Context: an optimization exercise on an open-source flow, tuned for small area and a short achievable clock period. The choices shown serve that exercise and are no tape-out recipe.
Function was checked by simulation only, so behaviour that the tests miss may differ from the original.

== the baseline ==
## processor
module processor(clk, rst, i_dataValid, i_packet, o_answer);
clock: 42.0 ns
lec_check: 0
cap_margin: 20
core_margin: 2
core_utilization: 60
slew_margin: 20
synth_hierarchical: 1
standard.sh (not shown) runs the stock make flow with config.mk's settings and CLKGATE_MAP_FILE= SYNTH_SCRIPT=/design/flow/synth_recipe.tcl, a recipe that flattens the netlist after the stock synthesis.
==> flow/flow/run.sh <==
#!/bin/bash
# Standard layout, with plain buf_1 cells (instead of the default delay buffers) as the
# buffers that every input and output port gets.
set -euo pipefail
export BUFFER_PORTS_ARGS="-buffer_cell sky130_fd_sc_hd__buf_1"
bash standard.sh > standard.log 2>&1
The final layout from the baseline, which completed every stage, passed the timing, DRC and antenna checks at the end of the flow.
Modified inputs, the candidate compared to the baseline
==> flow/flow/run.sh <==
#!/bin/bash
# Standard layout, with plain buf_1 cells as the buffers that every input and output port gets,
# and timing repair asked to keep 26 ns of setup slack (a 16 ns path) so that the resizer
# buffers and sizes the critical path instead of leaving minimum-size gates on it.
set -euo pipefail
export BUFFER_PORTS_ARGS="-buffer_cell sky130_fd_sc_hd__buf_1"
export SETUP_SLACK_MARGIN=26
bash standard.sh > standard.log 2>&1
==> run summary <==
From the baseline to the candidate the numbers moved as follows: maximum frequency shows an increase of 2.8%, routed wire length +41 µm, fill cell instance count of the final layout went down. The baseline -> the candidate: mean post-synth cell area delta 0, exact match.

exp/indigo:
Another version of the RTL of processor (not shown whole).
For scale: about 610 cells after synthesis, roughly 67 I/O pins.
==> flow/config.mk <==
export PLATFORM = sky130hd
export DESIGN_NAME = processor
export DESIGN_NICKNAME = processor
export VERILOG_FILES = /design/flow/design.v
export SDC_FILE = /design/flow/constraint.sdc
export NUM_CORES = 4
export LEC_CHECK = 0
export CAP_MARGIN = 20
export CORE_MARGIN = 2
export CORE_UTILIZATION = 60
export SLEW_MARGIN = 20
export SYNTH_HIERARCHICAL = 1
==> flow/constraint.sdc <==
create_clock -name core_clock -period 42.0 [get_ports {clk}]
set_input_delay 8.4000 -clock core_clock [delete_from_list [all_inputs] [get_ports {clk}]]
set_output_delay 8.4000 -clock core_clock [all_outputs]
set_load 0.01 [all_outputs]
==> flow/flow/run.sh <==
#!/bin/bash
# Standard layout, with plain buf_1 cells (instead of the default delay buffers) as the
# buffers that every input and output port gets.
set -euo pipefail
export BUFFER_PORTS_ARGS="-buffer_cell sky130_fd_sc_hd__buf_1"
bash standard.sh > standard.log 2>&1
Per the final summary, exp/indigo finished and its layout is clean on timing, DRC and antenna.
Here is what was changed in the inputs of exp/onyx compared with exp/indigo.
==> flow/flow/run.sh <==
#!/bin/bash
# Standard layout, with plain buf_1 cells as the buffers that every input and output port gets,
# and timing repair asked to keep 26.5 ns of setup slack (a 15.5 ns path) so that the resizer
# buffers and sizes the critical path instead of leaving minimum-size gates on it.
set -euo pipefail
export BUFFER_PORTS_ARGS="-buffer_cell sky130_fd_sc_hd__buf_1"
export SETUP_SLACK_MARGIN=26.5
bash standard.sh > standard.log 2>&1
Notes after the runs:
exp/onyx finished all stages; the layout is clean.
exp/onyx vs exp/indigo: global placer's final weighted congestion up by a few percent
Looking at number of stages on the worst setup path, exp/onyx sits below exp/indigo.
Between exp/onyx and exp/indigo, the routed wire length is lower for exp/indigo.
Proportion of cell area occupied by registers is lower on exp/onyx
In exp/onyx relative to exp/indigo, count of plain and timing-repair buffers had gone up by more than 10%.
Diff exp/indigo -> exp/onyx: routed wire length per instance went up about 6%, global routing usage on met3 went up 1.6 points.
exp/onyx vs. exp/indigo: initial antenna violation count moved up.
Arrival time at the worst endpoint (higher): exp/indigo
## Diff of input files: exp/sierra against exp/onyx
==> flow/flow/run.sh <==
#!/bin/bash
# Standard layout, with plain buf_1 cells as the buffers that every input and output port gets,
# and timing repair asked to keep 26 ns of setup slack (a 16 ns path) so that the resizer
# buffers and sizes the critical path instead of leaving minimum-size gates on it.
set -euo pipefail
export BUFFER_PORTS_ARGS="-buffer_cell sky130_fd_sc_hd__buf_1"
export SETUP_SLACK_MARGIN=26
bash standard.sh > standard.log 2>&1
[summary]
- exp/sierra ended with more fraction of the cycle the final worst path needs than exp/onyx.
- There was hardly any difference in number of nets in the layout between exp/onyx and exp/sierra.
- Going from exp/onyx to exp/sierra, average wire per standard cell shrinks by 5.6%.
- Any difference in CTS clock-pin slew for the worst setup and hold paths between exp/onyx and exp/sierra is small enough to ignore.
- Summary of exp/sierra over exp/onyx: wire length went down, post-layout instance area went down, via count went down, minimum clock period after layout went up, cell count after placement did not really move.
- Of the two values seen for endpoint of the worst setup timing path, o_answer[31] was produced by exp/sierra and o_answer[20] by exp/onyx.

processor, a different RTL version from the one above (not shown whole).
Size: about 67 I/O pins, roughly 6200 sq um of cells after synthesis.
==> flow/config.mk <==
export PLATFORM = sky130hd
export DESIGN_NAME = processor
export DESIGN_NICKNAME = processor
export VERILOG_FILES = /design/flow/design.v
export SDC_FILE = /design/flow/constraint.sdc
export NUM_CORES = 4
export LEC_CHECK = 0
export CAP_MARGIN = 20
export CORE_MARGIN = 2
export CORE_UTILIZATION = 60
export SLEW_MARGIN = 20
export SYNTH_HIERARCHICAL = 1
==> flow/constraint.sdc <==
create_clock -name core_clock -period 42.0 [get_ports {clk}]
set_input_delay 8.4000 -clock core_clock [delete_from_list [all_inputs] [get_ports {clk}]]
set_output_delay 8.4000 -clock core_clock [all_outputs]
set_load 0.01 [all_outputs]
==> flow/flow/run.sh <==
#!/bin/bash
# Standard layout, with plain buf_1 cells as the buffers that every input and output port gets,
# and timing repair asked to keep 25.5 ns of setup slack (a 16.5 ns path) so that the resizer
# buffers and sizes the critical path instead of leaving minimum-size gates on it.
set -euo pipefail
export BUFFER_PORTS_ARGS="-buffer_cell sky130_fd_sc_hd__buf_1"
export SETUP_SLACK_MARGIN=25.5
bash standard.sh > standard.log 2>&1
The starting point completed with no timing, DRC or antenna violations.
Then changed:
--- a/flow/flow/run.sh
+++ b/flow/flow/run.sh
@@ -3 +3 @@
-# and timing repair asked to keep 25.5 ns of setup slack (a 16.5 ns path) so that the resizer
+# and timing repair asked to keep 26 ns of setup slack (a 16 ns path) so that the resizer
@@ -7 +7 @@
-export SETUP_SLACK_MARGIN=25.5
+export SETUP_SLACK_MARGIN=26
Outcome: Final cell count barely changes. Via count is about the same. Design area went up by 0.69%. Maximum frequency climbs by 2.5%. Routed wire length hardly moves. Non-clock buffer count rises by 1.
Then changed:
==> flow/flow/run.sh (replaced) <==
#!/bin/bash
# Standard layout, with plain buf_1 cells (instead of the default delay buffers) as the
# buffers that every input and output port gets.
set -euo pipefail
export BUFFER_PORTS_ARGS="-buffer_cell sky130_fd_sc_hd__buf_1"
bash standard.sh > standard.log 2>&1
After rerunning: Synthesized area stays the same; non-clock buffer count drops by 1; register-to-register slack gets worse by 0.19 ns; critical path depth is higher by 3.

processor, a different RTL version from the one above (not shown whole).
For scale: about 67 I/O pins, roughly 7000 µm² of cells after synthesis.
==> flow/design.v (excerpt) <==
module processor(clk, rst, i_dataValid, i_packet, o_answer);
clock: 42.0 ns
lec_check: 0
cap_margin: 20
core_margin: 2
core_utilization: 60
slew_margin: 20
synth_hierarchical: 1
==> flow/flow/run.sh <==
#!/bin/bash
# Standard layout, with plain buf_1 cells as the buffers that every input and output port gets,
# and timing repair asked to keep 26 ns of setup slack (a 16 ns path) so that the resizer
# buffers and sizes the critical path instead of leaving minimum-size gates on it.
set -euo pipefail
export BUFFER_PORTS_ARGS="-buffer_cell sky130_fd_sc_hd__buf_1"
export SETUP_SLACK_MARGIN=26
bash standard.sh > standard.log 2>&1
Change:
--- a/flow/flow/run.sh
+++ b/flow/flow/run.sh
@@ -3 +3 @@
-# and timing repair asked to keep 26 ns of setup slack (a 16 ns path) so that the resizer
+# and timing repair asked to keep 29 ns of setup slack (a 13 ns path) so that the resizer
@@ -7 +7 @@
-export SETUP_SLACK_MARGIN=26
+export SETUP_SLACK_MARGIN=29
What happened: Worst setup slack gains 1.1 ns. Hold slack is about the same. Sequential share of layout area drops by 1.5 points. Design area climbs by 17%. Sequential cell count is unchanged. Routed wire length climbs by about 20%. First-iteration DRC count climbs by about 19%. Final cell count climbs by about 9%. Die area does not change. Clock skew drops by 0.0057 ns.
Change:
--- a/flow/flow/run.sh
+++ b/flow/flow/run.sh
@@ -3 +3 @@
-# and timing repair asked to keep 29 ns of setup slack (a 13 ns path) so that the resizer
+# and timing repair asked to keep 27 ns of setup slack (a 15 ns path) so that the resizer
@@ -7 +7 @@
-export SETUP_SLACK_MARGIN=29
+export SETUP_SLACK_MARGIN=27
Outcome: Critical path depth stays the same. Utilization is lower by 7.6 points. Final area fell by 9.9%. Wire length decreases by 12%. Flip-flop and latch count stays the same. Worst setup slack loses 0.36 ns. Final cell count is lower by 5.5%. Synthesized area does not change. Maximum frequency is lower by 2.4%.

processor with an RTL version that a note above also has.
Size in the first run: roughly 67 I/O pins, about 0.0062 mm2 of cells after synthesis.
export LEC_CHECK = 0
export CAP_MARGIN = 20
export CORE_MARGIN = 2
export CORE_UTILIZATION = 60
export SLEW_MARGIN = 20
export SYNTH_HIERARCHICAL = 1
create_clock -name core_clock -period 42.0 [get_ports {clk}]
==> flow/flow/run.sh <==
#!/bin/bash
# Standard layout, with plain buf_1 cells as the buffers that every input and output port gets,
# and timing repair asked to keep 27 ns of setup slack (a 15 ns path) so that the resizer
# buffers and sizes the critical path instead of leaving minimum-size gates on it.
set -euo pipefail
export BUFFER_PORTS_ARGS="-buffer_cell sky130_fd_sc_hd__buf_1"
export SETUP_SLACK_MARGIN=27
bash standard.sh > standard.log 2>&1
Edit:
--- a/flow/flow/run.sh
+++ b/flow/flow/run.sh
@@ -3 +3 @@
-# and timing repair asked to keep 27 ns of setup slack (a 15 ns path) so that the resizer
+# and timing repair asked to keep 26.5 ns of setup slack (a 15.5 ns path) so that the resizer
@@ -7 +7 @@
-export SETUP_SLACK_MARGIN=27
+export SETUP_SLACK_MARGIN=26.5
Outcome:
- synthesized cell count does not change
- core utilization decreases by 5.1 points
- fmax is lower by 2.2%
- wire length falls by 4.4%
- setup slack is worse by 0.33 ns

Setup of willow:
processor with an RTL version that a note above also has.
For scale: roughly 0.0070 mm2 of cells after synthesis.
export LEC_CHECK = 0
export CAP_MARGIN = 20
export CORE_MARGIN = 2
export CORE_UTILIZATION = 60
export SLEW_MARGIN = 20
export SYNTH_HIERARCHICAL = 1
create_clock -name core_clock -period 42.0 [get_ports {clk}]
==> flow/flow/run.sh <==
#!/bin/bash
# Standard layout, with plain buf_1 cells as the buffers that every input and output port gets,
# and timing repair asked to keep 25 ns of setup slack (a 17 ns path) so that the resizer
# buffers and sizes the critical path instead of leaving minimum-size gates on it.
set -euo pipefail
export BUFFER_PORTS_ARGS="-buffer_cell sky130_fd_sc_hd__buf_1"
export SETUP_SLACK_MARGIN=25
bash standard.sh > standard.log 2>&1
willow: all stages complete, timing, DRC and antenna checks passed
Setup changes, willow to tundra
==> flow/flow/run.sh <==
#!/bin/bash
# Standard layout, with plain buf_1 cells (instead of the default delay buffers) as the
# buffers that every input and output port gets.
set -euo pipefail
export BUFFER_PORTS_ARGS="-buffer_cell sky130_fd_sc_hd__buf_1"
bash standard.sh > standard.log 2>&1
==> run summary <==
Compared with willow, in tundra final instance area level; post-layout worst setup margin comparable.

[re-timing with driven ports]
The flow's constraints put no driver on any port. The routed layouts listed below were extracted and timed again, unchanged, in two steps. Step 1: set_driving_cell puts a clkbuf_16 on clk and a buf_2 on each other input, an assumption about the parent block. Step 2 moves the port delays by t, midway between the first and last clock arrival at a register: inputs arrive t later, outputs are due t later. That takes back most of the time a late clock gives input paths. Three values: ideal, step 1, step 2; two values: the first two.
run | t (ns) | slack for setup (ns) | clock arrival spread, ns | worst slew at a driven data input, ns
the baseline | 0.344 | 25.877 / 25.889 / 25.546 | 0.005 / 0.005 | 0.04
the candidate | 0.345 | 26.318 / 26.328 / 25.984 | 0.005 / 0.005 | 0.04
exp/indigo | 0.347 | 25.672 / 25.683 / 25.336 | 0.016 / 0.016 | 0.04
exp/onyx | 0.355 | 26.663 / 26.601 / 26.246 | 0.022 / 0.022 | 0.10
exp/sierra | 0.349 | 26.359 / 26.373 / 26.024 | 0.015 / 0.016 | 0.04
the first run of note 3 | 0.353 | 25.985 / 25.998 / 25.645 | 0.004 / 0.005 | 0.04
the second run of note 3 | 0.353 | 26.381 / 26.395 / 26.041 | 0.005 / 0.005 | 0.04
the third run of note 3 | 0.353 | 25.985 / 25.998 / 25.645 | 0.004 / 0.005 | 0.04
the first run of note 4 | 0.338 | 26.454 / 26.473 / 26.135 | 0.012 / 0.012 | 0.04
the second run of note 4 | 0.333 | 27.513 / 27.515 / 27.183 | 0.006 / 0.007 | 0.05
the third run of note 4 | 0.339 | 27.155 / 27.179 / 26.840 | 0.013 / 0.013 | 0.04
the first run of note 5 | 0.343 | 27.076 / 27.068 / 26.726 | 0.006 / 0.005 | 0.06
the second run of note 5 | 0.353 | 26.745 / 26.758 / 26.405 | 0.004 / 0.005 | 0.04
willow | 0.338 | 25.854 / 25.876 / 25.538 | 0.013 / 0.012 | 0.04
tundra | 0.338 | 25.854 / 25.876 / 25.538 | 0.013 / 0.012 | 0.04
After both steps every run listed still meets setup and hold. For exp/onyx, which loses most, drivers alone change the setup slack by -0.062 ns; drivers and shift together by -0.417 ns.
